From an optimization exercise on the open Yosys and OpenROAD flow, aimed at small area, a short achievable clock period and few clock cycles per item; shortcuts taken in it are not production practice.
RTL that was checked went through simulation tests only; none was proved equivalent to the original.
Function not checked in run 6: the RTL went through the layout flow alone.

## flow/standard.sh

```bash
#!/bin/bash
# synth_recipe.tcl (not shown) runs the flow's synth.tcl, then flattens the netlist and writes it again
# the make line also repeats each setting of config.mk as NAME=value (left out here)
make -C /OpenROAD-flow-scripts/flow DESIGN_CONFIG=/design/flow/config.mk WORK_HOME=/design/flow/orfs CLKGATE_MAP_FILE= SYNTH_SCRIPT=/design/flow/synth_recipe.tcl "${@:-finish}"
```

## flow/config.mk

```make
export PLATFORM = sky130hd
export DESIGN_NAME = e203_muldiv
export DESIGN_NICKNAME = e203_muldiv
export VERILOG_FILES = /design/flow/design.v
export SDC_FILE = /design/flow/constraint.sdc
export NUM_CORES = 8
export LEC_CHECK = 0
export CAP_MARGIN = 20
export CORE_MARGIN = 2
export CORE_UTILIZATION = 60
export SLEW_MARGIN = 20
```

## flow/design.v

```verilog
module e203_muldiv (
  input         clk,
  input         rst_n,
  input         i_valid,
  output        i_ready,
  input  [2:0]  i_op,
  input  [31:0] i_rs1,
  input  [31:0] i_rs2,
  output        o_valid,
  input         o_ready,
  output [31:0] o_wdat
);
  function [5:0] bitlen;
    input [31:0] v;
    integer i;
    begin
      bitlen = 0;
      for (i = 0; i < 32; i = i + 1)
        if (v[i]) bitlen = i + 1;
    end
  endfunction
  function [2:0] bsel;
    input [2:0] b;
    begin
      bsel[2] = b[0] ^ b[1];
      bsel[1] = (b[2] & ~b[1] & ~b[0]) | (~b[2] & b[1] & b[0]);
      bsel[0] = b[2];
    end
  endfunction
  reg busy, done;
  wire start = i_valid & ~busy;
  assign o_valid = done;
  assign i_ready = done & o_ready;
  wire fin = done & o_ready;
  reg        isdiv, rlo, rop, sqn, anr, bz, dsub;
  reg        dnorm, dfix;     
  reg [5:0]  cnt;
  reg [1:0]  nsel;
  reg [5:0]  ma, mb;
  reg [34:0] mc;           
  reg [33:0] mp;           
  reg [33:0] acc;          
  reg [35:0] lo;           
  reg [2:0]  s0, s1;       
  reg        p0, p1;       
  wire op_div = i_op[2];
  wire [32:0] xin = {(i_op[1:0] != 2'd3) & i_rs1[31], i_rs1};
  wire [32:0] yin = {(i_op[1] == 1'b0) & i_rs2[31], i_rs2};
  function [1:0] wcls;
    input [32:0] v;
    begin
      if (v[32:7] == {26{v[32]}}) wcls = 2'd0;
      else if (v[32:11] == {22{v[32]}}) wcls = 2'd1;
      else if (v[32:19] == {14{v[32]}}) wcls = 2'd2;
      else wcls = 2'd3;
    end
  endfunction
  wire [1:0] cx = wcls(xin);
  wire [1:0] cy = wcls(yin);
  wire swap = cx < cy;
  wire [1:0] cm = swap ? cx : cy;
  wire [32:0] mpl = swap ? xin : yin;
  wire a_neg = ~i_op[0] & i_rs1[31];
  wire b_neg = ~i_op[0] & i_rs2[31];
  wire [5:0] ma_c = bitlen(i_rs1 ^ {32{a_neg}});
  wire [5:0] mb_c = bitlen(i_rs2 ^ {32{b_neg}});
  wire bzero = (i_rs2 == 32'd0);
  wire dskip = bzero | ((ma_c < mb_c) & ~(a_neg & (ma_c + 6'd1 == mb_c)));
  wire [5:0] qs = ma + {5'd0, anr} - mb;
  function [37:0] pp;
    input [2:0] s;
    input [34:0] x;
    reg [37:0] xe;
    begin
      xe = {{3{x[34]}}, x};
      pp = (({38{s[2]}} & xe) | ({38{s[1]}} & {xe[36:0], 1'b0})) ^ {38{s[0]}};
    end
  endfunction
  wire [37:0] ra = {{4{acc[33]}}, acc};
  wire [37:0] rb = pp(s0, mc);
  wire [37:0] rc = {pp(s1, mc), {2{s1[0]}}};    
  wire [37:0] sx = ra ^ rb ^ rc;
  wire [37:0] cx1 = {(ra[36:0] & rb[36:0]) | (ra[36:0] & rc[36:0]) | (rb[36:0] & rc[36:0]), p0};
  wire [37:0] sum = sx + cx1 + {37'd0, p1};
  wire acc_ok = (sum[37] == anr);       
  always @(posedge clk or negedge rst_n) begin
    if (!rst_n) begin
      busy <= 1'b0;
      done <= 1'b0;
    end else if (fin) begin
      busy <= 1'b0;
      done <= 1'b0;
    end else if (start) begin
      busy <= 1'b1;
      done <= op_div & dskip;
    end else if (busy & ~done) begin
      done <= isdiv ? (dfix ? 1'b1 : dnorm ? 1'b0 : (cnt == 6'd1) & ~(rop & anr))
                    : (cnt == 6'd1);
    end
  end
  wire [4:0] mnext = mp[8:4];
  always @(posedge clk) begin
    if (start) begin
      isdiv <= op_div;
      rlo <= (i_op[1:0] == 2'd0);
      rop <= i_op[1];
      bz <= bzero;
      sqn <= a_neg ^ b_neg;
      anr <= a_neg;
      dsub <= ~(a_neg ^ b_neg);
      nsel <= cm;
      ma <= ma_c;
      mb <= mb_c;
      if (op_div) begin
        dnorm <= ~dskip;
        dfix <= 1'b0;
        acc <= {{2{a_neg}}, i_rs1};
        mc <= {{3{b_neg}}, i_rs2};
        mp <= 34'd0;
        lo <= {36{1'b1}};
        s0 <= {2'b00, a_neg};
        s1 <= 3'b000;
        p0 <= 1'b0;
        p1 <= 1'b0;
      end else begin
        dnorm <= 1'b0;
        dfix <= 1'b0;
        cnt <= (cm == 2'd0) ? 6'd2 : (cm == 2'd1) ? 6'd3 : (cm == 2'd2) ? 6'd5 : 6'd9;
        acc <= 34'd0;
        mc <= swap ? {{2{yin[32]}}, yin} : {{2{xin[32]}}, xin};
        mp <= {mpl, 1'b0};
        s0 <= bsel({mpl[1:0], 1'b0});
        s1 <= bsel(mpl[3:1]);
        p0 <= mpl[1];
        p1 <= mpl[3];
      end
    end else if (busy & ~done) begin
      if (isdiv) begin
        if (dnorm) begin
          dnorm <= 1'b0;
          cnt <= qs + 6'd1;
          mc <= mc << qs;
          acc <= sum[33:0];
          s0 <= {2'b10, dsub};
          p0 <= dsub;
          p1 <= 1'b0;
        end else if (dfix) begin
          acc <= sum[33:0];
        end else begin
          cnt <= cnt - 6'd1;
          mc <= {mc[34], mc[34:1]};
          if (acc_ok) acc <= sum[33:0];
          mp <= {mp[32:0], acc_ok};
          lo <= acc_ok ? {lo[35:32], mp[31:0]} << 1 : {lo[34:0], 1'b1};
          if (cnt == 6'd1) begin
            dfix <= rop & anr;
            s0 <= 3'b000;
            p0 <= 1'b0;
            p1 <= 1'b1;
          end
        end
      end else begin
        cnt <= cnt - 6'd1;
        acc <= sum[37:4];
        mp <= {{4{mp[33]}}, mp[33:4]};
        lo <= {sum[3:0], lo[35:4]};
        s0 <= bsel(mnext[2:0]);
        s1 <= bsel(mnext[4:2]);
        p0 <= mnext[2];
        p1 <= mnext[4];
      end
    end
  end
  reg [63:0] prod;
  always @* begin
    case (nsel)
      2'd0: prod = {{30{acc[33]}}, acc, lo[35:28]};
      2'd1: prod = {{26{acc[33]}}, acc, lo[35:24]};
      2'd2: prod = {{18{acc[33]}}, acc, lo[35:16]};
      default: prod = {acc[27:0], lo};
    endcase
  end
  wire [31:0] mres = rlo ? prod[31:0] : prod[63:32];
  wire [31:0] dres = rop ? acc[31:0] : (bz ? 32'hFFFFFFFF : sqn ? ~lo[31:0] : mp[31:0]);
  assign o_wdat = isdiv ? dres : mres;
endmodule
```

## flow/constraint.sdc

```tcl
create_clock -name core_clock -period 11.0 [get_ports {clk}]
set_input_delay 2.2000 -clock core_clock [delete_from_list [all_inputs] [get_ports {clk}]]
set_output_delay 2.2000 -clock core_clock [all_outputs]
set_load 0.01 [all_outputs]
```

## flow/flow/run.sh

```bash
#!/bin/bash
# The standard layout (the standard.sh, unchanged synthesis) with three
# changes to how it is made:
#  - ports are buffered with a plain buffer (not a delay cell),
#  - the resizer may change a cell's drive strength even when that changes
#    the cell's width (MATCH_CELL_FOOTPRINT 0),
#  - timing repair aims for more setup slack than the design's clock needs.
set -euo pipefail
MARGIN=$(cat flow/margin.txt)
bash standard.sh SETUP_SLACK_MARGIN=$MARGIN MATCH_CELL_FOOTPRINT=0 \
  "BUFFER_PORTS_ARGS=-buffer_cell sky130_fd_sc_hd__buf_4" finish > run_make.log 2>&1
```

## flow/flow/margin.txt

```
6.4
```

==> results by group, run 1 <==
Outcome
  • Status: finished clean

Logic synthesis
  • #FFs+latches synth: 178
  • Most common cell in the synthesized netlist: nand2_1
  • Cell Area, Synth: 20280 µm²
  • Top_reg_cell synth: edfxtp_1
  • Avg Synthesized Cell Area: 8.570 µm²
  • Distinct cells, synth: 85
  • Synth Net Count: 2536
  • Post-synthesis async set-or-reset flop share: 1.124%
  • Number of synthesized flops with an enable pin: 175
  • Largest area contributor in the netlist: edfxtp_1
  • Synth cell count leaders: nand2_1 (227), o21ai_0 (185), clkbuf_1 (183)
  • Sequential cell area fraction in the yosys report: 26.26%
  • Yosys warns: 1
  • Largest cells by area after synthesis: edfxtp_1 (26%), mux2i_1 (7.9%), mux4_2 (6.0%)
  • Gate Count Post-Synth: 2366
  • Share of the synthesized area in the top cell type: 25.92%

Floorplan
  • Die Ht: 187.8 µm
  • # IOs: 105
  • Core area: 33360 µm²
  • DIE AREA: 35280 µm²
  • Initial Util: 60.77%
  • FP Rows: 67
  • Die W: 187.8 µm

Timing
  • Tmin final: 5.283 ns
  • Final hold vios: 0
  • Worst-Margin Slew: 1.150 ns
  • Max Slew Vio Count: 0
  • Period utilization: 48.03%
  • Setup Skew: 0.01470 ns
  • Final setup viols: 0
  • Fmax: 189.3 MHz
  • Hold_ws: 0.5918 ns
  • RSZ-0062 raised after global routing: yes
  • Fin Setup TNS: 0 ns
  • Relative slew margins: 22.77%

Routing
  • Vias per cell: 7.462
  • Post-route DRC: 0
  • Routed length per instance: 29.71 µm
  • Initial drt markers: 3427
  • Drt total wl: 84960 µm
  • Final ANT Viol Nets: 0
  • Via count: 21340
  • 1st-pass router iterations: 11

Critical path
  • R2r startpoint: s0[2]
  • CP max FO: 12
  • CP startpoint kind: input pin
  • RR Endpoint: acc[21]
  • Cells on worst reg2reg path: 19
  • WS Path Type: input pin to flop
  • CP Capture Type: flop
  • WP data required: 11.21 ns
  • R2R Setup Slk: 6.30 ns
  • WP data arrival: 5.49 ns

Global routing
  • Global-route wire length before repair: 122100 µm
  • Largest net degree at the start of global routing: 111
  • Antenna violations before repair: 0
  • Grt total ovfl: 0
  • Vias in the first global route: 19570
  • GR Util All Layers: 45.79%

Min path
  • Hold path depth: 2
  • Hold path start: busy
  • Worst min path class: flop to flop
  • Hold Path Sink: busy

Layout
  • ANT cells: 0
  • Area delta synth->final: 17.95%
  • Filler cells: 2583
  • Nets: 2571
  • Fraction of layout cells with a size suffix above 1: 22.97%
  • Design Area, Final: 23920 µm²

Clocking
  • CTS buffer count: 17
  • Max H-tree Level: 4
  • Skew-Pair Late Insertion Delay: 0.46 ns
  • CTS tree: yes
  • Clock Tree Buf Depth: 2
  • Clock Root Buffer: clkbuf_16
  • Clock sink count: 178
  • Clock slew at reported path FFs: 0.07 ns

Placement
  • GPL Wtd Cong: 1.027
  • IO Port Bufs: 104
  • DP HPWL: 56440 µm
  • Area of placed instances: 21050 µm²

Run
  • # Max-Cap Violations: 0
sequential cells by signal (all words and copies together), names as in the netlist:
| signal | cells |
|---|---|
| acc | 34 |
| anr | 1 |
| mc | 35 |
| s1 | 3 |
| isdiv | 1 |
| mp | 34 |
| s0 | 3 |
| p0 | 1 |
| nsel | 2 |
| lo | 36 |
| mb | 6 |
| rlo | 1 |
| p1 | 1 |
| sqn | 1 |
| rop | 1 |
| dnorm | 1 |
| dfix | 1 |
| ma | 6 |
| done | 1 |
| cnt | 6 |
| bz | 1 |
| dsub | 1 |
| busy | 1 |
layout make-up:
cell class	count	area [µm²]	area share, %
Clock buffer	17	425.4	1.779
Clock inverter	13	127.6	0.5336
Inverter	59	235.2	0.9835
Multi-Input combinational cell	1894	14760	61.73
Sequential cell	178	5325	22.27
Tap cell	448	560.5	2.344
Timing Repair Buffer	250	2472	10.34
Timing Repair inverter	1	7.507	0.03139
stage by stage:
step / setup slack, ns / std cells / util [%]
after detailed placement: 4.780 / 2709 / 63.08
after CTS: 5.702 / 2809 / 68.34
final: 5.717 / 2860 / 71.68
after global placement: 4.820 / 2709 / 63.08
after floorplan: 5.816 / 2366 / -
after global routing: 5.616 / 2860 / 71.68
worst max-delay path, cell delays in order:
cell and delay, ns:
buf_4 0.16, or4_4 0.56, mux2i_1 0.38, o221ai_1 0.21
a31oi_1 0.58, nor2_1 0.14, inv_1 0.10, ha_1 0.23
o21a_1 0.11, o21a_1 0.16, o21ai_1 0.12, nand2b_1 0.08
a21oi_2 0.13, o32ai_2 0.08, and3_1 0.25
worst max-delay path by stage:
stage	start	end	slack [ns]	depth (start not counted)
after CTS	i_rs2[11]	dnorm	5.70	20
after detailed placement	i_rs1[19]	mc[11]	4.78	11
final	i_rs2[22]	dnorm	5.72	15
after global routing	i_rs2[11]	dnorm	5.62	20
after floorplan	i_rs2[17]	dnorm	5.82	19
after global placement	i_rs1[31]	mc[12]	4.82	10
logic make-up (layout without fill, tap and decap cells):
logic type / after synthesis / in the layout / synth area share [%]
flip-flops: 178 / 178 / 26.26
XOR/XNOR: 138 / 138 / 5.998
AO/OA/AOI/OAI: 749 / 750 / 23.71
multiplexers: 228 / 228 / 14.67
buffers and inverters: 298 / 340 / 6.041
adder cells (fa/ha/maj): 99 / 99 / 7.590
AND/OR/NAND/NOR: 676 / 679 / 15.73
per-layer routing:
layer | GRT usage (%) | vias up | part of all wire [%]
li1 | - | 8922 | -
met1 | 59.19 | 9929 | 34
met2 | 66.48 | 1957 | 41
met3 | 12.86 | 533 | 15
met4 | 31.80 | 0 | 9.5
met5 | 0 | - | 0
layout by cell type (no fill, tap or decap), types with 11 or more instances in the layout:
cell type and instances:
nand2_1 202, buf_6 20, xor2_1 25, mux2_2 13, o21ai_1 23, clkbuf_16 31
nor3_1 34, nand2_4 11, and3_1 25, a31oi_1 18, o22ai_1 46, a21o_1 22
fa_1 37, a22oi_1 81, mux2i_1 152, nor2b_1 20, buf_4 193, nand2b_1 20
ha_1 43, a211oi_1 27, xnor2_1 102, nand2_2 14, a21oi_1 153, o211ai_1 18
buf_12 18, nand4_1 15, o21a_1 15, inv_1 54, o21bai_1 12, edfxtp_1 175
o21ai_2 27, nand3_1 45, o221ai_1 43, o21ai_0 166, and3_4 21, mux4_2 54
nor2_1 177
timing repair:
action / CTS / global route
hold buffers: 0 / 0
setup buffers: 54 / 44
cloned: 16 / 7
resized for setup: 112 / 159
endpoints found under the setup margin: 202 / 195
endpoints found under the hold margin: 0 / 0
pin swaps: 28 / 64
Testbench counts, summed over its fixed seeds: cycles 171,308, ops 24,000.
==> run 2, diff against run 1 <==
==> flow/flow/margin.txt (replaced) <==
6.0
==> run 2 against run 1 <==
Against the previous run: via count fell by 4.8%; clock skew rose by 0.0070 ns; sequential share of layout area rose by 1.6 points; count of clock-buffer cells in the layout did not move; critical endpoint unchanged; hold slack improved by 0.066 ns; worst setup slack improved by 0.11 ns; non-clock buffer count fell by 82; highest routed layer is now met5; critical path depth rose by 5.
==> results by group, run 2 <==
Global routing
  • Global-route wire length before repair: 115500 µm (-5.4%)
  • Vias in the first global route: 18530 (-5.3%)
  • Antenna violations before repair: 2 (+2)
  • Grt total ovfl: 0 (unchanged)
  • Largest net degree at the start of global routing: 101 (-9.0%)
  • GR Util All Layers: 43.48% (-2.3 points)

Run
  • # Max-Cap Violations: 0 (unchanged)

Logic synthesis
  • Synth cell count leaders: nand2_1 (227), o21ai_0 (185), clkbuf_1 (183)
  • Post-synthesis xor/xnor area fraction: 5.998% (unchanged)
  • Post-synthesis async set-or-reset flop share: 1.124% (unchanged)
  • Top_reg_cell synth: edfxtp_1
  • Largest family of logic cells by synthesized area: compound AO/OA/AOI/OAI gates
  • Sequential cell area fraction in the yosys report: 26.26% (unchanged)
  • Cell Area, Synth: 20280 µm² (unchanged)
  • Avg Synthesized Cell Area: 8.570 µm² (unchanged)
  • Share of the synthesized area in the top cell type: 25.92% (unchanged)
  • Most common cell in the synthesized netlist: nand2_1
  • Gate Count Post-Synth: 2366 (unchanged)
  • Largest area contributor in the netlist: edfxtp_1
  • Yosys warns: 1 (unchanged)
  • Synth Net Count: 2536 (unchanged)
  • #FFs+latches synth: 178 (unchanged)
  • Mux share of post-synthesis cell area: 14.67% (unchanged)
  • Synth Area in Compound Gates: 23.71% (unchanged)
  • Simple-gate area share of the yosys netlist: 15.73% (unchanged)
  • Adder-Cell Fraction of Synth Area: 7.590% (unchanged)
  • Number of synthesized flops with an enable pin: 175 (unchanged)
  • Distinct cells, synth: 85 (unchanged)
  • Largest cells by area after synthesis: edfxtp_1 (26%), mux2i_1 (7.9%), mux4_2 (6.0%)

Timing
  • Final hold vios: 0 (unchanged)
  • Worst-Margin Slew: 1.117 ns (-0.03253 ns)
  • Final setup viols: 0 (unchanged)
  • Fmax: 193.2 MHz (+2.1%)
  • Hold_ws: 0.6577 ns (+0.06591 ns)
  • Fin Setup TNS: 0 ns (unchanged)
  • Max Slew Vio Count: 0 (unchanged)
  • Period utilization: 47.04% (-0.98 points)
  • Relative slew margins: 24.96% (+2.2 points)
  • Final setup margin: 5.825 ns (+0.1082 ns)
  • Setup Skew: 0.02170 ns (+0.007005 ns)
  • Tmin final: 5.175 ns (-0.1082 ns)
  • RSZ-0062 raised after global routing: yes

Clocking
  • Clock Root Buffer: clkbuf_16
  • # hold bufs at CTS: 0 (unchanged)
  • Max H-tree Level: 4 (unchanged)
  • CTS buffer count: 17 (unchanged)
  • Clock sink count: 178 (unchanged)
  • CTS tree: yes
  • Clock slew at reported path FFs: 0.08 ns (about the same)
  • Skew-Pair Late Insertion Delay: 0.47 ns (about the same)
  • Clock Tree Buf Depth: 2 (unchanged)

Critical path
  • Launch point of the worst path: i_rs2[11]
  • CP startpoint kind: input pin
  • WS Path Type: input pin to flop
  • R2R Setup Slk: 6.13 ns (-0.17 ns)
  • WP data arrival: 5.39 ns (-0.10 ns)
  • Cells on worst reg2reg path: 18 (-1)
  • CP Capture Type: flop
  • WP data required: 11.22 ns (about the same)
  • R2r startpoint: s0[0]
  • CP max FO: 4 (-8)

Layout
  • Reg with most FFs: lo
  • ANT cells: 0 (unchanged)
  • Fin cells: 2779 (-2.8%)
  • Fraction of layout cells with a size suffix above 1: 15.14% (-7.8 points)
  • Final Core Density: 66.89% (-4.8 points)
  • Design Area, Final: 22320 µm² (-6.7%)
  • Filler cells: 2840 (+9.9%)
  • Nets: 2488 (-3.2%)
  • Max reg flops: 36 (unchanged)
  • Commonest cells after routing, fill and taps aside: nand2_1 (227), o21ai_0 (183), nor2_1 (178)
  • Most common cell after layout, fill and taps aside: nand2_1
  • Top flop regs: lo (36), mc (35)
  • Area delta synth->final: 10.06%

Floorplan
  • Die W: 187.8 µm (unchanged)
  • FP Rows: 67 (unchanged)
  • # IOs: 105 (unchanged)
  • DIE AREA: 35280 µm² (unchanged)
  • Initial Util: 60.77% (unchanged)
  • Die Ht: 187.8 µm (unchanged)
  • Core area: 33360 µm² (unchanged)

Min path
  • Hold path start: busy
  • Hold path depth: 2 (unchanged)
  • Worst min path class: flop to flop

Routing
  • 1st-pass router iterations: 7 (-4)
  • Post-route DRC: 0 (unchanged)
  • Routed length per instance: 28.35 µm (-4.6%)
  • Initial drt markers: 3357 (-2.0%)
  • Final ANT Viol Nets: 0 (unchanged)
  • Vias per cell: 7.312 (-2.0%)
  • Drt total wl: 78780 µm (-7.3%)
  • Via count: 20320 (-4.8%)

Placement
  • IO Port Bufs: 104 (unchanged)
  • Setup WS pre-CTS: 4.863 ns (+0.08275 ns)
  • Area of placed instances: 20980 µm² (-0.32%)
  • Dpl cells: 2709 (unchanged)
  • DP HPWL: 55960 µm (-0.84%)
  • GPL Wtd Cong: 1.009 (-1.7%)

Outcome
  • Status: finished clean
-- run 2: cell counts after synthesis --
No cell type changed its count.
-- run 2: cell type report --
cell class | count | area (µm²) | share of cell area, %
Timing Repair Buffer | 168 | 1490 | 6.677
Multi-Input combinational cell | 1894 | 14090 | 63.15
Clock inverter | 15 | 191.4 | 0.8578
Clock buffer | 17 | 425.4 | 1.906
Inverter | 59 | 231.5 | 1.037
Sequential cell | 178 | 5325 | 23.86
Tap cell | 448 | 560.5 | 2.512
-- run 2: final timing paths --
kind                            endpoint
worst max-delay path               dnorm
worst min-delay path                busy
worst max register to register    acc[8]
worst min register to register      busy
max in group asynchronous           done
min in group asynchronous           busy
-- run 2: cells by family after synthesis --
kind of cell    after synthesis
compound gates              749
xor+xnor                    138
buf+inv                     298
simple gates                676
flops                       178
mux                         228
fa+ha+maj                    99
-- run 2: routing by layer --
metal / track usage (%) / share of wire [%]
met5: 0 / 0.032
met4: 25.95 / 6.8
met3: 9.096 / 13
met2: 64.25 / 43
met1: 58.95 / 37
-- run 2: timing repair --
item / CTS / global route
endpoints found under the hold margin: 0 / 0
buffers inserted: 15 / 15
gates cloned: 5 / 2
pin swaps: 16 / 18
endpoints found under the setup margin: 117 / 107
gates resized for setup: 34 / 43
-- run 2: worst max-delay path, stage by stage --
cell and delay, ns:
buf_8 0.10, or2_4 0.24, a21o_1 0.17, a21oi_2 0.13
a32oi_2 0.12, o221ai_1 0.21, nand3_1 0.13, a21oi_1 0.14
o21ai_1 0.07, o221a_2 0.32, a2111oi_4 0.31, ha_2 0.25
nor2b_1 0.05, o21a_1 0.16, o21a_1 0.16, o21ai_1 0.11
nand2b_1 0.08, a21oi_2 0.13, o32ai_2 0.09, and3_1 0.21
==> run 3, diff against run 2 <==
--- a/flow/config.mk
+++ b/flow/config.mk
@@ -9,3 +9,3 @@
 export CORE_MARGIN = 2
-export CORE_UTILIZATION = 60
+export CORE_UTILIZATION = 70
 export SLEW_MARGIN = 20
==> run 3 against run 2 <==
Against the previous run: still clean; routed wire length grew 3.8%; core utilization grew 10 points; worst setup slack gained 0.0096 ns; maximum frequency grew 0.18%; critical path type unchanged; largest cell class unchanged; highest routed layer is now met4.
==> results by group, run 3 <==
Routing
  • Via count: 21440 (+5.5%)
  • 1st-pass router iterations: 12 (+5)
  • Routed length per instance: 30.11 µm (+6.2%)
  • Initial drt markers: 4195 (+25%)
  • Vias per cell: 7.895 (+8.0%)
  • Drt total wl: 81790 µm (+3.8%)
  • Post-route DRC: 0 (unchanged)
  • Final ANT Viol Nets: 0 (unchanged)

Layout
  • Fraction of layout cells with a size suffix above 1: 14.56% (-0.58 points)
  • Most common cell after layout, fill and taps aside: nand2_1
  • Max reg flops: 36 (unchanged)
  • Top flop regs: lo (36), mc (35)
  • Commonest cells after routing, fill and taps aside: nand2_1 (227), o21ai_0 (180), nor2_1 (176)
  • Area delta synth->final: 9.071%
  • Nets: 2485 (-0.12%)
  • Final Core Density: 77.26% (+10 points)
  • Reg with most FFs: lo
  • Fin cells: 2716 (-2.3%)

Floorplan
  • FP Rows: 62 (-7.5%)
  • Die Ht: 174.2 µm (-7.3%)
  • Core area: 28630 µm² (-14%)
  • Die W: 174.2 µm (-7.3%)
  • Initial Util: 70.84% (+10 points)
  • DIE AREA: 30340 µm² (-14%)
  • # IOs: 105 (unchanged)

Timing
  • Relative slew margins: 22.73% (-2.2 points)
  • Final hold vios: 0 (unchanged)
  • Setup Skew: 0.01702 ns (-0.004680 ns)
  • RSZ-0062 raised after global routing: yes
  • Max Slew Vio Count: 0 (unchanged)
  • Fmax: 193.6 MHz (+0.18%)
  • Worst-Margin Slew: 1.158 ns (+0.04083 ns)
  • Tmin final: 5.165 ns (-0.009560 ns)
  • Final setup viols: 0 (unchanged)
  • Fin Setup TNS: 0 ns (unchanged)
  • Period utilization: 46.96% (-0.087 points)

Placement
  • DP HPWL: 56120 µm (+0.27%)
  • IO Port Bufs: 104 (unchanged)
  • GPL Wtd Cong: 1.039 (+3.0%)
  • Dpl cells: 2647 (-2.3%)

Critical path
  • WS Path Type: input pin to flop
  • WP data arrival: 5.38 ns (about the same)
  • R2R Setup Slk: 5.86 ns (-0.27 ns)
  • CP max FO: 2 (-2)
  • WP data required: 11.21 ns (about the same)
  • CP Capture Type: flop
  • CP startpoint kind: input pin

Clocking
  • Clock sink count: 178 (unchanged)
  • CTS tree: yes
  • Max H-tree Level: 4 (unchanged)
  • Clock Tree Buf Depth: 2 (unchanged)
  • CTS buffer count: 17 (unchanged)
  • Skew-Pair Late Insertion Delay: 0.45 ns (-0.02 ns)
  • # hold bufs at CTS: 0 (unchanged)
  • Clock slew at reported path FFs: 0.07 ns (about the same)
  • Clock Root Buffer: clkbuf_16

Run
  • # Max-Cap Violations: 0 (unchanged)

Logic synthesis
  • #FFs+latches synth: 178 (unchanged)
  • Most common cell in the synthesized netlist: nand2_1
  • Sequential cell area fraction in the yosys report: 26.26% (unchanged)
  • Share of the synthesized area in the top cell type: 25.92% (unchanged)
  • Largest area contributor in the netlist: edfxtp_1
  • Synth Net Count: 2536 (unchanged)
  • Avg Synthesized Cell Area: 8.570 µm² (unchanged)
  • Largest cells by area after synthesis: edfxtp_1 (26%), mux2i_1 (7.9%), mux4_2 (6.0%)
  • Post-synthesis async set-or-reset flop share: 1.124% (unchanged)
  • Synth cell count leaders: nand2_1 (227), o21ai_0 (185), clkbuf_1 (183)
  • Yosys warns: 1 (unchanged)
  • Cell Area, Synth: 20280 µm² (unchanged)
  • Distinct cells, synth: 85 (unchanged)
  • Gate Count Post-Synth: 2366 (unchanged)
  • Number of synthesized flops with an enable pin: 175 (unchanged)
  • Top_reg_cell synth: edfxtp_1

Global routing
  • Grt total ovfl: 0 (unchanged)
  • Antenna violations before repair: 3 (+1)
  • Largest net degree at the start of global routing: 113 (+12%)
  • GR Util All Layers: 51.47% (+8.0 points)
  • Global-route wire length before repair: 118800 µm (+2.8%)
  • Vias in the first global route: 19710 (+6.4%)

Min path
  • Worst min path class: flop to flop

Outcome
  • Status: finished clean
-- run 3: repair_timing --
action                     in CTS  in global routing
setup endpoints to repair      95                142
pin swaps                      18                 17
gates cloned                    2                  3
buffers inserted               15                 13
gates resized for setup        34                 38
-- run 3: final timing paths --
kind / from / to / cells after the start
worst max-delay path: i_rs2[11] / dnorm / 20
worst min-delay path: mp[32] / mp[33] / 1
worst max register to register: s0[2] / acc[2] / 19
worst min register to register: mp[32] / mp[33] / 1
max in group asynchronous: rst_n / done / 1
min in group asynchronous: rst_n / busy / 1
-- run 3: cell families (layout without fill, tap and decap cells) --
logic type | after synthesis | count (layout) | share of synthesized area [%]
AO/OA/AOI/OAI | 749 | 750 | 23.71
AND/OR/NAND/NOR | 676 | 677 | 15.73
buffers and inverters | 298 | 258 | 6.041
flip-flops | 178 | 178 | 26.26
XOR/XNOR | 138 | 138 | 5.998
adder cells (fa/ha/maj) | 99 | 99 | 7.590
multiplexers | 228 | 228 | 14.67
other | 0 | 4 | 0
-- run 3: cell type report --
cell class              count  area [µm²]
multi-input cells        1892       14000
fillers                  1928        6509
flip-flops and latches    178        5325
repair buffers            167        1538
well taps                 384       480.5
clock buffers              18       429.2
inverters                  59       227.7
clock inverters            14       101.3
diodes                      4       10.01
-- run 3: per-layer routing --
layer / global-route usage [%] / share of wire (%) / up-vias
met2: 76.34 / 42 / 2202
met5: 0 / 0 / -
met3: 16.56 / 16 / 601
met4: 34.24 / 9.4 / 0
li1: - / - / 8768
met1: 64.48 / 33 / 9871
-- run 3: through the flow --
stage	instance area (µm²)	hold slack, ns	setup WS (ns)
3_5_place_dp	20930	0.5963	4.918
5_1_grt	22110	0.6270	5.644
3_3_place_gp	20900	0.5783	4.942
6_report	22120	0.6167	5.835
4_1_cts	21780	0.6153	5.825
2_1_floorplan	20340	0.5010	5.813
-- run 3: critical path, stage by stage --
cell and delay, ns:
buf_8 0.09, or2_4 0.24, a21o_1 0.19, a21oi_2 0.14, a32oi_1 0.11, o221ai_1 0.20, nand3_1 0.13, a21oi_2 0.14
o21ai_1 0.08, o221a_2 0.34, a2111oi_4 0.27, ha_2 0.25, nor2b_2 0.04, o21a_1 0.17, o21a_1 0.16, o21ai_1 0.11
nand2b_1 0.09, a21oi_2 0.13, o32ai_2 0.08, and3_1 0.24
==> run 4, diff against run 3 <==
--- a/flow/flow/run.sh
+++ b/flow/flow/run.sh
@@ -10,2 +10,2 @@
 bash standard.sh SETUP_SLACK_MARGIN=$MARGIN MATCH_CELL_FOOTPRINT=0 \
-  "BUFFER_PORTS_ARGS=-buffer_cell sky130_fd_sc_hd__buf_4" finish > run_make.log 2>&1
+  "BUFFER_PORTS_ARGS=-buffer_cell sky130_fd_sc_hd__buf_2" finish > run_make.log 2>&1
--- a/flow/config.mk
+++ b/flow/config.mk
@@ -9,3 +9,4 @@
 export CORE_MARGIN = 2
-export CORE_UTILIZATION = 70
+export CORE_UTILIZATION = 60
+export CTS_BUF_LIST = sky130_fd_sc_hd__clkbuf_4 sky130_fd_sc_hd__clkbuf_8
 export SLEW_MARGIN = 20
==> run 4 against run 3 <==
Against the previous run: still clean; clock skew is 0.0093 ns higher; die area is 16% higher; via count is 5.9% lower; sequential share of layout area is 0.38 points higher; worst setup slack better by 0.0041 ns; design area is 1.6% lower; synthesized cell count stayed put; critical path type unchanged.
==> results by group, run 4 <==
Clocking
  • CTS tree: yes
  • Skew-Pair Late Insertion Delay: 0.53 ns (+0.08 ns)
  • # hold bufs at CTS: 0 (unchanged)
  • Clock Root Buffer: clkbuf_8
  • CTS buffer count: 17 (unchanged)
  • Clock sink count: 178 (unchanged)
  • Clock Tree Buf Depth: 2 (unchanged)
  • Max H-tree Level: 4 (unchanged)
  • Clock slew at reported path FFs: 0.10 ns (+0.03 ns)

Layout
  • Filler cells: 2936 (+52%)
  • Nets: 2487 (+0.080%)
  • Area delta synth->final: 7.374%
  • Fraction of layout cells with a size suffix above 1: 14.72% (+0.16 points)
  • Max reg flops: 36 (unchanged)
  • Commonest cells after routing, fill and taps aside: nand2_1 (227), o21ai_0 (180), nor2_1 (178)
  • Final Core Density: 65.26% (-12 points)
  • Top flop regs: lo (36), mc (35)
  • Most common cell after layout, fill and taps aside: nand2_1
  • Reg with most FFs: lo

Critical path
  • Cells on worst reg2reg path: 17 (-2)
  • CP startpoint kind: input pin
  • WS Path Type: input pin to flop
  • CP max FO: 2 (unchanged)
  • CP max stage delay: 0.32 ns (-0.02 ns)
  • R2r startpoint: s0[2]
  • R2R Setup Slk: 6.01 ns (+0.15 ns)
  • Crit path cell chain: buf_8 > or2_4 > a21o_1 > a21oi_2 > a32oi_1 > o221ai_1 > nand3_1 > a21oi_1 > o21ai_1 > o221a_2 > a2111oi_4 > ha_2 > nor2b_1 > o21a_1 > o21a_1 > o21ai_1 > nand2b_1 > a21oi_2 > o32ai_2 > and3_1
  • WP data arrival: 5.43 ns (+0.05 ns)
  • WP data required: 11.27 ns (+0.06 ns)
  • Critical-path top delay cell: o221a_2
  • CP Capture Type: flop
  • RR Endpoint: acc[7]

Min path
  • Worst min path class: flop to flop
  • Hold Path Sink: mp[33]
  • Hold path depth: 1 (unchanged)
  • Hold path start: mp[32]

Logic synthesis
  • Yosys warns: 1 (unchanged)
  • Largest cells by area after synthesis: edfxtp_1 (26%), mux2i_1 (7.9%), mux4_2 (6.0%)
  • Post-synthesis async set-or-reset flop share: 1.124% (unchanged)
  • Most common cell in the synthesized netlist: nand2_1
  • Avg Synthesized Cell Area: 8.570 µm² (unchanged)
  • Largest family of logic cells by synthesized area: compound AO/OA/AOI/OAI gates
  • Sequential cell area fraction in the yosys report: 26.26% (unchanged)
  • Mux share of post-synthesis cell area: 14.67% (unchanged)
  • Synth Area in Compound Gates: 23.71% (unchanged)
  • Gate Count Post-Synth: 2366 (unchanged)
  • Share of the synthesized area in the top cell type: 25.92% (unchanged)
  • Adder-Cell Fraction of Synth Area: 7.590% (unchanged)
  • Largest area contributor in the netlist: edfxtp_1
  • Synth Net Count: 2536 (unchanged)
  • Simple-gate area share of the yosys netlist: 15.73% (unchanged)
  • Top_reg_cell synth: edfxtp_1
  • Post-synthesis xor/xnor area fraction: 5.998% (unchanged)
  • Distinct cells, synth: 85 (unchanged)
  • Number of synthesized flops with an enable pin: 175 (unchanged)
  • Cell Area, Synth: 20280 µm² (unchanged)
  • #FFs+latches synth: 178 (unchanged)
  • Synth cell count leaders: nand2_1 (227), o21ai_0 (185), clkbuf_1 (183)

Routing
  • Vias per cell: 7.258 (-8.1%)
  • Post-route DRC: 0 (unchanged)
  • Initial drt markers: 3121 (-26%)
  • 1st-pass router iterations: 6 (-6)
  • Routed length per instance: 28.06 µm (-6.8%)
  • Via count: 20170 (-5.9%)
  • Drt total wl: 77970 µm (-4.7%)
  • Final ANT Viol Nets: 0 (unchanged)

Timing
  • Fin Setup TNS: 0 ns (unchanged)
  • Relative slew margins: 24.60% (+1.9 points)
  • Final setup viols: 0 (unchanged)
  • Period utilization: 46.92% (about the same)
  • Fmax: 193.8 MHz (about the same)
  • Final hold vios: 0 (unchanged)
  • Worst-Margin Slew: 1.123 ns (-0.03486 ns)
  • Final setup margin: 5.839 ns (+0.004100 ns)
  • Setup Skew: 0.02629 ns (+0.009270 ns)
  • Tmin final: 5.161 ns (-0.004100 ns)
  • Max Slew Vio Count: 0 (unchanged)
  • Hold_ws: 0.6237 ns (+0.006975 ns)
  • RSZ-0062 raised after global routing: yes

Global routing
  • Largest net degree at the start of global routing: 111 (-1.8%)
  • GR Util All Layers: 43.66% (-7.8 points)
  • Grt total ovfl: 0 (unchanged)
  • Vias in the first global route: 18800 (-4.6%)
  • Antenna violations before repair: 3 (unchanged)
  • Global-route wire length before repair: 116600 µm (-1.8%)

Floorplan
  • Die W: 187.8 µm (+7.8%)
  • Core area: 33360 µm² (+17%)
  • FP Rows: 67 (+8.1%)
  • # IOs: 105 (unchanged)
  • DIE AREA: 35280 µm² (+16%)
  • Die Ht: 187.8 µm (+7.8%)
  • Initial Util: 60.77% (-10 points)

Placement
  • DP HPWL: 56080 µm (about the same)
  • IO Port Bufs: 104 (unchanged)
  • Setup WS pre-CTS: 4.821 ns (-0.09636 ns)
  • GPL Wtd Cong: 1.016 (-2.3%)

Outcome
  • Status: finished clean

Run
  • # Max-Cap Violations: 0 (unchanged)
-- run 4: cell counts after synthesis --
No cell type changed its count.
-- run 4: how the worst max path moves through the flow --
stage / start / to / slack, ns / cells after the start
after floorplan: i_rs2[17] / dnorm / 5.81 / 19
after global placement: i_op[0] / dnorm / 4.88 / 14
after detailed placement: i_op[0] / dnorm / 4.82 / 14
after CTS: i_rs2[11] / dnorm / 5.80 / 20
after global routing: i_rs2[11] / dnorm / 5.75 / 20
final: i_rs2[11] / dnorm / 5.84 / 20
-- run 4: critical path: cells and delay by family --
family	cells	cell delay, ns
adder cells (fa/ha/maj)	1	0.25
AND/OR/NAND/NOR	5	0.75
buffers and inverters	1	0.10
AO/OA/AOI/OAI	13	2.15
-- run 4: cell families (layout without fill, tap and decap cells) --
logic type / after synthesis / in the layout
other: 0 / 1
DFF: 178 / 178
AOI/OAI and AO/OA: 749 / 751
adders and majority gates: 99 / 99
muxes: 228 / 228
buffers and inverters: 298 / 259
xor gates and xnor gates: 138 / 138
and+or+nand+nor: 676 / 677
-- run 4: metrics by stage --
stage,area [µm²],std cells
global route,21770,2778
CTS,21480,2761
detailed placement,20710,2708
global placement,20710,2708
floorplan,20340,2366
finish,21770,2779
-- run 4: metal layers --
| metal | track usage [%] | part of all wire, % | up-vias |
|---|---|---|---|
| li1 | - | - | 8769 |
| met1 | 57.82 | 37 | 9519 |
| met2 | 63.72 | 42 | 1599 |
| met3 | 11.90 | 13 | 278 |
| met4 | 26.74 | 7.2 | 6 |
| met5 | 0 | 0.042 | - |
-- run 4: cell type report --
type / instances / area [µm²] / area share, %
clock buffers: 17 / 234.0 / 1.075
flip-flops and latches: 178 / 5325 / 24.46
well taps: 448 / 560.5 / 2.575
inverters: 59 / 231.5 / 1.063
diodes: 1 / 2.502 / 0.01149
multi-input cells: 1893 / 14010 / 64.35
clock inverters: 15 / 191.4 / 0.8793
repair buffers: 168 / 1216 / 5.586
-- run 4: timing repair --
item | CTS | global route
resized for setup | 52 | 36
buffers inserted | 18 | 15
setup endpoints to repair | 126 | 146
pin swaps | 15 | 14
gates cloned | 3 | 2
==> run 5, diff against run 4 <==
==> flow/run.sh (new file) <==
#!/bin/bash
# synth_recipe.tcl (not shown) runs the flow's synth.tcl, then flattens the netlist and writes it again
# the make line also repeats each setting of config.mk as NAME=value (left out here)
make -C /OpenROAD-flow-scripts/flow DESIGN_CONFIG=/design/flow/config.mk WORK_HOME=/design/flow/orfs CLKGATE_MAP_FILE= SYNTH_SCRIPT=/design/flow/synth_recipe.tcl finish
--- a/flow/config.mk
+++ b/flow/config.mk
@@ -10,3 +10,3 @@
 export CORE_UTILIZATION = 60
-export CTS_BUF_LIST = sky130_fd_sc_hd__clkbuf_4 sky130_fd_sc_hd__clkbuf_8
+export SETUP_SLACK_MARGIN = 5
 export SLEW_MARGIN = 20
removed: flow/flow/run.sh
removed: flow/flow/margin.txt
removed: flow/standard.sh
==> run 5 against run 4 <==
Against the previous run: still clean; final cell count fell by 1.1%; area after synthesis did not move; hold slack got worse by 0.015 ns; register-to-register slack got worse by 0.47 ns; sequential share of layout area fell by 0.29 points; sequential cell count did not move; worst setup slack got worse by 0.76 ns; highest routed layer unchanged.
==> results by group, run 5 <==
Timing
  • Relative slew margins: 26.91% (+2.3 points)
  • Fmax: 168.9 MHz (-13%)
  • Final setup margin: 5.078 ns (-0.7609 ns)
  • Final hold vios: 0 (unchanged)
  • Max Slew Vio Count: 0 (unchanged)
  • Worst-Margin Slew: 1.090 ns (-0.03322 ns)
  • Setup Skew: 0.01514 ns (-0.01115 ns)
  • Final setup viols: 0 (unchanged)
  • Period utilization: 53.84% (+6.9 points)
  • RSZ-0062 raised after global routing: yes
  • Fin Setup TNS: 0 ns (unchanged)
  • Tmin final: 5.922 ns (+0.7609 ns)

Routing
  • 1st-pass router iterations: 6 (unchanged)
  • Routed length per instance: 28.26 µm (+0.74%)
  • Met3 WL post-DR: 10220 µm (-1.2%)
  • Met1 wire length: 28100 µm (-3.0%)
  • Top Metal Used: met5
  • Post-route DRC: 0 (unchanged)
  • Via count: 20140 (-0.15%)
  • Initial drt markers: 3344 (+7.1%)
  • Final ANT Viol Nets: 0 (unchanged)
  • Routed wl met2: 33310 µm (+0.76%)
  • Drt total wl: 77670 µm (-0.38%)
  • Vias per cell: 7.329 (+0.98%)

Clocking
  • Clock sink count: 178 (unchanged)
  • Max H-tree Level: 4 (unchanged)
  • Clock slew at reported path FFs: 0.07 ns (-0.03 ns)
  • Clock Tree Buf Depth: 2 (unchanged)
  • Clock Root Buffer: clkbuf_16
  • CTS tree: yes
  • Skew-Pair Late Insertion Delay: 0.46 ns (-0.07 ns)
  • CTS buffer count: 17 (unchanged)
  • # hold bufs at CTS: 0 (unchanged)

Critical path
  • CP max FO: 47 (+45)
  • CP Capture Type: flop
  • WP data required: 11.20 ns (-0.07 ns)
  • WP data arrival: 6.12 ns (+0.69 ns)
  • Crit path cell chain: clkdlybuf4s50_1 > or4_1 > nor4_2 > o22ai_1 > a31oi_1 > nand2b_1 > a21oi_4 > clkbuf_8 > nor2_4 > buf_8 > mux2i_1 > nor2_1 > a221o_1
  • R2r startpoint: s1[0]
  • R2R Setup Slk: 5.54 ns (-0.47 ns)
  • WS Path Type: input pin to flop
  • Critical-path top delay cell: or4_1
  • Cells on worst reg2reg path: 16 (-1)
  • RR Endpoint: acc[16]
  • CP max stage delay: 0.66 ns (+0.34 ns)
  • CP startpoint kind: input pin

Placement
  • DP HPWL: 55830 µm (-0.45%)
  • GPL Wtd Cong: 1.024 (+0.86%)
  • Area of placed instances: 21230 µm² (+2.5%)
  • Setup WS pre-CTS: 3.900 ns (-0.9214 ns)
  • IO Port Bufs: 104 (unchanged)

Logic synthesis
  • Post-synthesis async set-or-reset flop share: 1.124% (unchanged)
  • Synth Net Count: 2536 (unchanged)
  • #FFs+latches synth: 178 (unchanged)
  • Top_reg_cell synth: edfxtp_1
  • Cell Area, Synth: 20280 µm² (unchanged)
  • Number of synthesized flops with an enable pin: 175 (unchanged)
  • Distinct cells, synth: 85 (unchanged)
  • Yosys warns: 1 (unchanged)
  • Share of the synthesized area in the top cell type: 25.92% (unchanged)
  • Largest area contributor in the netlist: edfxtp_1
  • Avg Synthesized Cell Area: 8.570 µm² (unchanged)
  • Sequential cell area fraction in the yosys report: 26.26% (unchanged)
  • Most common cell in the synthesized netlist: nand2_1
  • Gate Count Post-Synth: 2366 (unchanged)
  • Largest cells by area after synthesis: edfxtp_1 (26%), mux2i_1 (7.9%), mux4_2 (6.0%)
  • Synth cell count leaders: nand2_1 (227), o21ai_0 (185), clkbuf_1 (183)

Layout
  • Design Area, Final: 22040 µm² (+1.2%)
  • Nets: 2457 (-1.2%)
  • ANT cells: 0 (-1)
  • Max reg flops: 36 (unchanged)
  • Area delta synth->final: 8.682%
  • Reg with most FFs: lo
  • Commonest cells after routing, fill and taps aside: nand2_1 (227), o21ai_0 (185), nor2_1 (178)
  • Fraction of layout cells with a size suffix above 1: 8.739% (-6.0 points)
  • Top flop regs: lo (36), mc (35)
  • Most common cell after layout, fill and taps aside: nand2_1

Floorplan
  • Die Ht: 187.8 µm (unchanged)
  • FP Rows: 67 (unchanged)
  • Die W: 187.8 µm (unchanged)
  • Initial Util: 60.77% (unchanged)
  • Core area: 33360 µm² (unchanged)
  • DIE AREA: 35280 µm² (unchanged)
  • # IOs: 105 (unchanged)

Global routing
  • Antenna violations before repair: 3 (unchanged)
  • Global-route wire length before repair: 115300 µm (-1.1%)
  • Grt total ovfl: 0 (unchanged)
  • Largest net degree at the start of global routing: 105 (-5.4%)
  • Vias in the first global route: 18490 (-1.7%)
  • GR Util All Layers: 43.14% (-0.52 points)

Outcome
  • Status: finished clean

Min path
  • Hold Path Sink: mp[33]
  • Hold path start: mp[32]
  • Worst min path class: flop to flop
  • Hold path depth: 1 (unchanged)

Run
  • # Max-Cap Violations: 0 (unchanged)
[run 5: cell counts after synthesis]
No cell type changed its count.
[run 5: kinds of logic (layout without fill, tap and decap cells)]
logic type	Yosys count	count (layout)	synth area share (%)
compound gates	749	749	23.71
xor+xnor	138	138	5.998
fa+ha+maj	99	99	7.590
buf+inv	298	232	6.041
flops	178	178	26.26
mux	228	228	14.67
simple gates	676	676	15.73
[run 5: area by class of cell]
| type | instances | area, µm² |
|---|---|---|
| Timing Repair Buffer | 141 | 1413 |
| Clock inverter | 15 | 176.4 |
| Multi-Input combinational cell | 1890 | 13910 |
| Inverter | 59 | 227.7 |
| Fill cell | 2852 | 11330 |
| Tap cell | 448 | 560.5 |
| Clock buffer | 17 | 425.4 |
| Sequential cell | 178 | 5325 |
[run 5: how the worst max path moves through the flow]
stage          cells past startpoint  startpoint    end  slack (ns)
3_3_place_gp                      21   i_rs2[31]  dnorm        3.70
3_5_place_dp                      21   i_rs2[31]  dnorm        3.90
5_1_grt                           20   i_rs2[11]  dnorm        4.93
4_1_cts                           21     i_op[0]  dnorm        4.90
2_1_floorplan                     19   i_rs2[31]  dnorm        5.37
6_report                          13   i_rs2[26]  mc[4]        5.08
[run 5: critical path, delay by kind of cell]
family                 cells  cell delay (ns)
buffers and inverters      3             1.27
and+or+nand+nor            5             1.42
AOI/OAI and AO/OA          4             0.81
muxes                      1             0.38
[run 5: repair_timing]
action / 4_1_cts / 5_1_grt
gates cloned: 0 / 0
setup endpoints to repair: 16 / 62
gates resized for setup: 11 / 23
pin swaps: 0 / 1
setup buffers: 0 / 1
[run 5: metrics by stage]
stage	hold slack, ns	instances	utilization (%)
CTS	0.6050	2744	65.55
global placement	0.5894	2712	63.62
floorplan	0.5010	2366	-
finish	0.6089	2748	66.05
detailed placement	0.5999	2712	63.63
global route	0.6300	2748	66.05
[run 5: layer usage]
metal  vias to the layer above  GRT usage (%)
li1                       8695              -
met5                         -              0
met4                         2          28.32
met3                       308          9.526
met2                      1562          63.38
met1                      9574          57.49
==> run 6, diff against run 5 <==
--- a/flow/design.v
+++ b/flow/design.v
@@ -51,5 +51,5 @@
     begin
-      if (v[32:7] == {26{v[32]}}) wcls = 2'd0;
-      else if (v[32:11] == {22{v[32]}}) wcls = 2'd1;
-      else if (v[32:19] == {14{v[32]}}) wcls = 2'd2;
+      if (v[32:8] == {25{v[32]}}) wcls = 2'd0;
+      else if (v[32:12] == {21{v[32]}}) wcls = 2'd1;
+      else if (v[32:16] == {17{v[32]}}) wcls = 2'd2;
       else wcls = 2'd3;
@@ -62,2 +62,4 @@
   wire [32:0] mpl = swap ? xin : yin;
+  wire [32:0] mcd = swap ? yin : xin;
+  wire [33:0] t0 = {34{mpl[0]}} & {mcd[32], mcd};
   wire a_neg = ~i_op[0] & i_rs1[31];
@@ -127,10 +129,11 @@
         dfix <= 1'b0;
-        cnt <= (cm == 2'd0) ? 6'd2 : (cm == 2'd1) ? 6'd3 : (cm == 2'd2) ? 6'd5 : 6'd9;
-        acc <= 34'd0;
-        mc <= swap ? {{2{yin[32]}}, yin} : {{2{xin[32]}}, xin};
-        mp <= {mpl, 1'b0};
-        s0 <= bsel({mpl[1:0], 1'b0});
-        s1 <= bsel(mpl[3:1]);
-        p0 <= mpl[1];
-        p1 <= mpl[3];
+        cnt <= (cm == 2'd0) ? 6'd2 : (cm == 2'd1) ? 6'd3 : (cm == 2'd2) ? 6'd4 : 6'd8;
+        acc <= {t0[33], t0[33:1]};
+        lo <= {t0[0], lo[35:1]};
+        mc <= {{2{mcd[32]}}, mcd};
+        mp <= {mpl[32], mpl[32:1], 1'b0};
+        s0 <= bsel({mpl[2:1], 1'b0});
+        s1 <= bsel(mpl[4:2]);
+        p0 <= mpl[2];
+        p1 <= mpl[4];
       end
@@ -176,6 +179,6 @@
     case (nsel)
-      2'd0: prod = {{30{acc[33]}}, acc, lo[35:28]};
-      2'd1: prod = {{26{acc[33]}}, acc, lo[35:24]};
-      2'd2: prod = {{18{acc[33]}}, acc, lo[35:16]};
-      default: prod = {acc[27:0], lo};
+      2'd0: prod = {{21{acc[33]}}, acc, lo[35:27]};
+      2'd1: prod = {{17{acc[33]}}, acc, lo[35:23]};
+      2'd2: prod = {{13{acc[33]}}, acc, lo[35:19]};
+      default: prod = {acc[30:0], lo[35:3]};
     endcase
==> flow/flow/run.sh (new file) <==
#!/bin/bash
# The standard layout (the standard.sh, unchanged synthesis) with three
# changes to how it is made:
#  - ports are buffered with a plain buffer (not a delay cell),
#  - the resizer may change a cell's drive strength even when that changes
#    the cell's width (MATCH_CELL_FOOTPRINT 0),
#  - timing repair aims for more setup slack than the design's clock needs.
set -euo pipefail
MARGIN=$(cat flow/margin.txt)
bash standard.sh SETUP_SLACK_MARGIN=$MARGIN MATCH_CELL_FOOTPRINT=0 \
  "BUFFER_PORTS_ARGS=-buffer_cell sky130_fd_sc_hd__buf_2" finish > run_make.log 2>&1
==> flow/flow/margin.txt (new file) <==
6.0
==> flow/standard.sh (new file) <==
#!/bin/bash
# synth_recipe.tcl (not shown) runs the flow's synth.tcl, then flattens the netlist and writes it again
# the make line also repeats each setting of config.mk as NAME=value (left out here)
make -C /OpenROAD-flow-scripts/flow DESIGN_CONFIG=/design/flow/config.mk WORK_HOME=/design/flow/orfs CLKGATE_MAP_FILE= SYNTH_SCRIPT=/design/flow/synth_recipe.tcl "${@:-finish}"
--- a/flow/config.mk
+++ b/flow/config.mk
@@ -9,4 +9,4 @@
 export CORE_MARGIN = 2
-export CORE_UTILIZATION = 60
-export SETUP_SLACK_MARGIN = 5
+export CORE_UTILIZATION = 55
+export CTS_BUF_LIST = sky130_fd_sc_hd__clkbuf_8 sky130_fd_sc_hd__clkbuf_16
 export SLEW_MARGIN = 20
removed: flow/run.sh
==> run 6 against run 5 <==
Against the previous run: still clean; area after synthesis up 2.8%; synthesized cell count up 3.6%; maximum frequency up 8.2%; register-to-register slack better by 0.46 ns; non-clock buffer count up 109; design area up 9.1%; hold slack worse by 0.035 ns; sequential share of layout area down 2.0 points; critical path type unchanged; critical endpoint is now dnorm; largest cell class unchanged.
==> results by group, run 6 <==
Outcome
  • Status: finished clean

Routing
  • Post-route DRC: 0 (unchanged)
  • Final ANT Viol Nets: 0 (unchanged)
  • 1st-pass router iterations: 10 (+4)
  • Drt total wl: 98090 µm (+26%)
  • Vias per cell: 7.637 (+4.2%)
  • Routed length per instance: 32.85 µm (+16%)
  • Initial drt markers: 4520 (+35%)
  • Via count: 22810 (+13%)

Floorplan
  • Die W: 198.7 µm (+5.8%)
  • Die Ht: 198.7 µm (+5.8%)
  • DIE AREA: 39470 µm² (+12%)
  • Initial Util: 55.60% (-5.2 points)
  • Core area: 37490 µm² (+12%)
  • FP Rows: 71 (+6.0%)
  • # IOs: 105 (unchanged)

Global routing
  • Largest net degree at the start of global routing: 89 (-15%)
  • Grt total ovfl: 0 (unchanged)
  • Vias in the first global route: 20640 (+12%)
  • Antenna violations before repair: 1 (-2)
  • GR Util All Layers: 48.68% (+5.5 points)
  • Global-route wire length before repair: 139800 µm (+21%)

Critical path
  • CP max stage delay: 0.31 ns (-0.35 ns)
  • Crit path cell chain: buf_2 > o211ai_1 > nand4_1 > a32o_2 > a21boi_1 > o211ai_1 > o221ai_2 > a211oi_2 > nor3_1 > o211ai_1 > ha_2 > nor2b_1 > o21a_1 > o21a_1 > o21ai_1 > nand2b_1 > a21oi_2 > o41ai_4 > buf_4 > and3_1
  • WP data arrival: 5.71 ns (-0.41 ns)
  • Cells on worst reg2reg path: 16 (unchanged)
  • R2R Setup Slk: 6.00 ns (+0.46 ns)
  • Worst path most repeated cell: o211ai_1
  • Launch point of the worst path: i_rs2[5]
  • Critical-path top delay cell: buf_2
  • CP Capture Type: flop
  • RR Endpoint: acc[30]
  • R2r startpoint: s1[0]
  • CP max FO: 9 (-81%)
  • CP startpoint kind: input pin
  • WP data required: 11.23 ns (+0.03 ns)
  • WS Path Type: input pin to flop

Timing
  • Fmax: 182.7 MHz (+8.2%)
  • Tmin final: 5.475 ns (-0.4470 ns)
  • Final setup viols: 0 (unchanged)
  • Max Slew Vio Count: 0 (unchanged)
  • RSZ-0062 raised after global routing: yes
  • Period utilization: 49.77% (-4.1 points)
  • Setup Skew: 0.02486 ns (+0.009718 ns)
  • Final hold vios: 0 (unchanged)
  • Fin Setup TNS: 0 ns (unchanged)
  • Relative slew margins: 24.60% (-2.3 points)
  • Worst-Margin Slew: 1.131 ns (+0.04126 ns)
  • Hold_ws: 0.5735 ns (-0.03539 ns)
  • Final setup margin: 5.525 ns (+0.4470 ns)

Min path
  • Hold path start: busy
  • Hold path depth: 2 (+1)
  • Worst min path class: flop to flop
  • Hold Path Sink: busy

Logic synthesis
  • Post-synthesis async set-or-reset flop share: 1.124% (unchanged)
  • Share of the synthesized area in the top cell type: 25.21% (-0.71 points)
  • Synth cell count leaders: clkbuf_1 (188), edfxtp_1 (175), a21oi_1 (173)
  • Yosys warns: 1 (unchanged)
  • Largest cells by area after synthesis: edfxtp_1 (25%), mux2i_1 (6.7%), mux4_2 (5.9%)
  • Number of synthesized flops with an enable pin: 175 (unchanged)
  • Sequential cell area fraction in the yosys report: 25.55% (-0.72 points)
  • Most common cell in the synthesized netlist: clkbuf_1
  • Distinct cells, synth: 88 (+3.5%)
  • Avg Synthesized Cell Area: 8.508 µm² (-0.72%)
  • Top_reg_cell synth: edfxtp_1
  • Gate Count Post-Synth: 2450 (+3.6%)
  • #FFs+latches synth: 178 (unchanged)
  • Cell Area, Synth: 20840 µm² (+2.8%)
  • Synth Net Count: 2620 (+3.3%)
  • Largest area contributor in the netlist: edfxtp_1

Layout
  • Most common cell after layout, fill and taps aside: edfxtp_1
  • Commonest cells after routing, fill and taps aside: edfxtp_1 (175), nand2_1 (165), nor2_1 (163)
  • Reg with most FFs: lo
  • Top flop regs: lo (36), mc (35)
  • Final Core Density: 64.13% (-1.9 points)
  • Max reg flops: 36 (unchanged)
  • Fraction of layout cells with a size suffix above 1: 19.77% (+11 points)
  • Area delta synth->final: 15.34%
  • Nets: 2630 (+7.0%)

Clocking
  • Max H-tree Level: 4 (unchanged)
  • CTS buffer count: 17 (unchanged)
  • CTS tree: yes
  • Clock Tree Buf Depth: 2 (unchanged)
  • Clock sink count: 178 (unchanged)
  • # hold bufs at CTS: 0 (unchanged)
  • Skew-Pair Late Insertion Delay: 0.48 ns (+0.02 ns)
  • Clock Root Buffer: clkbuf_16
  • Clock slew at reported path FFs: 0.08 ns (about the same)

Placement
  • IO Port Bufs: 104 (unchanged)
  • DP HPWL: 67350 µm (+21%)
  • GPL Wtd Cong: 1.036 (+1.1%)
  • Setup WS pre-CTS: 4.535 ns (+0.6353 ns)

Run
  • # Max-Cap Violations: 0 (unchanged)
run 6: cell count changes after synthesis, moves of 20 or more:
| cell | previous run | this run |
|---|---|---|
| nand2_1 | 227 | 169 |
| and3_1 | 46 | 17 |
| a31oi_1 | 20 | 68 |
| mux2i_1 | 161 | 139 |
| a222oi_1 | 0 | 23 |
| nor3_1 | 40 | 78 |
| buf_2 | 18 | 38 |
| o22ai_1 | 47 | 72 |
| o21ai_0 | 185 | 161 |
| nand3_1 | 45 | 80 |
run 6: kinds of logic after synthesis:
logic type / synth area share (%)
AO/OA/AOI/OAI: 26.93
AND/OR/NAND/NOR: 14.96
buffers and inverters: 6.411
multiplexers: 13.27
flip-flops: 25.55
XOR/XNOR: 5.504
adder cells (fa/ha/maj): 7.383
run 6: layer usage:
| layer | GRT usage [%] | vias up | part of all wire (%) |
|---|---|---|---|
| li1 | - | 9425 | - |
| met5 | 1.405 | - | 0.16 |
| met4 | 31.76 | 4 | 9.0 |
| met1 | 61.87 | 10720 | 34 |
| met3 | 15.85 | 575 | 16 |
| met2 | 70.84 | 2083 | 41 |
run 6: repair_timing:
| action | CTS | global route |
|---|---|---|
| cloned | 8 | 4 |
| resized for setup | 142 | 104 |
| endpoints found under the setup margin | 166 | 99 |
| setup buffers | 42 | 53 |
| pin swaps | 24 | 50 |
run 6: critical path: cells and delay by family:
kind | cells | cell delay [ns]
buffers and inverters | 2 | 0.49
AOI/OAI and AO/OA | 12 | 2.28
adders and majority gates | 1 | 0.23
and+or+nand+nor | 5 | 0.50
run 6: through the flow:
step / cells / instance area, µm²
finish: 2986 / 24040
global route: 2984 / 24040
CTS: 2926 / 23000
detailed placement: 2844 / 21420
global placement: 2841 / 21340
floorplan: 2450 / 20910
run 6: layout make-up:
class                      instances  area (µm²)
antenna                            2       5.005
clock buffer                      17       425.4
clock inverter                    15       142.6
fill                            3207       13450
inverter                          65       259.0
multi-input combinational       1948       15040
sequential                       178        5325
tap                              511       639.4
timing repair buffer             250        2210
run 6: how the worst max path moves through the flow:
stage and endpoint:
2_1_floorplan dnorm, 3_3_place_gp acc[32], 3_5_place_dp acc[28], 4_1_cts dnorm, 5_1_grt dnorm, 6_report dnorm

[re-timing with driven ports]
The flow's constraints put no driver on any port. The routed layouts listed below were extracted and timed again, unchanged, in two steps.
Step 1 assumes that a clkbuf_16 drives the clock port and a buf_2 every other input.
Step 2, shift: input delay + t, output delay - t, t = (earliest + latest rising clock arrival at the registers) / 2. This alone moves slack from input paths to output paths.
Slacks: ideal / step 1 / step 2; pairs: ideal / step 1.
run | shift t [ns] | slack for setup (ns) | worst setup path at the end
run 1 | 0.512 | 5.717 / 5.753 / 5.241 | input to register
run 2 | 0.520 | 5.825 / 5.835 / 5.315 | input to register
run 3 | 0.499 | 5.835 / 5.850 / 5.350 | input to register
run 4 | 0.565 | 5.839 / 5.849 / 5.284 | input to register
run 5 | 0.508 | 5.078 / 5.114 / 4.607 | input to register
run 6 | 0.524 | 5.525 / 5.547 / 5.023 | input to register
After both steps every run listed still meets setup and hold. For run 4, which loses most, drivers alone change the setup slack by +0.010 ns; drivers and shift together by -0.555 ns.
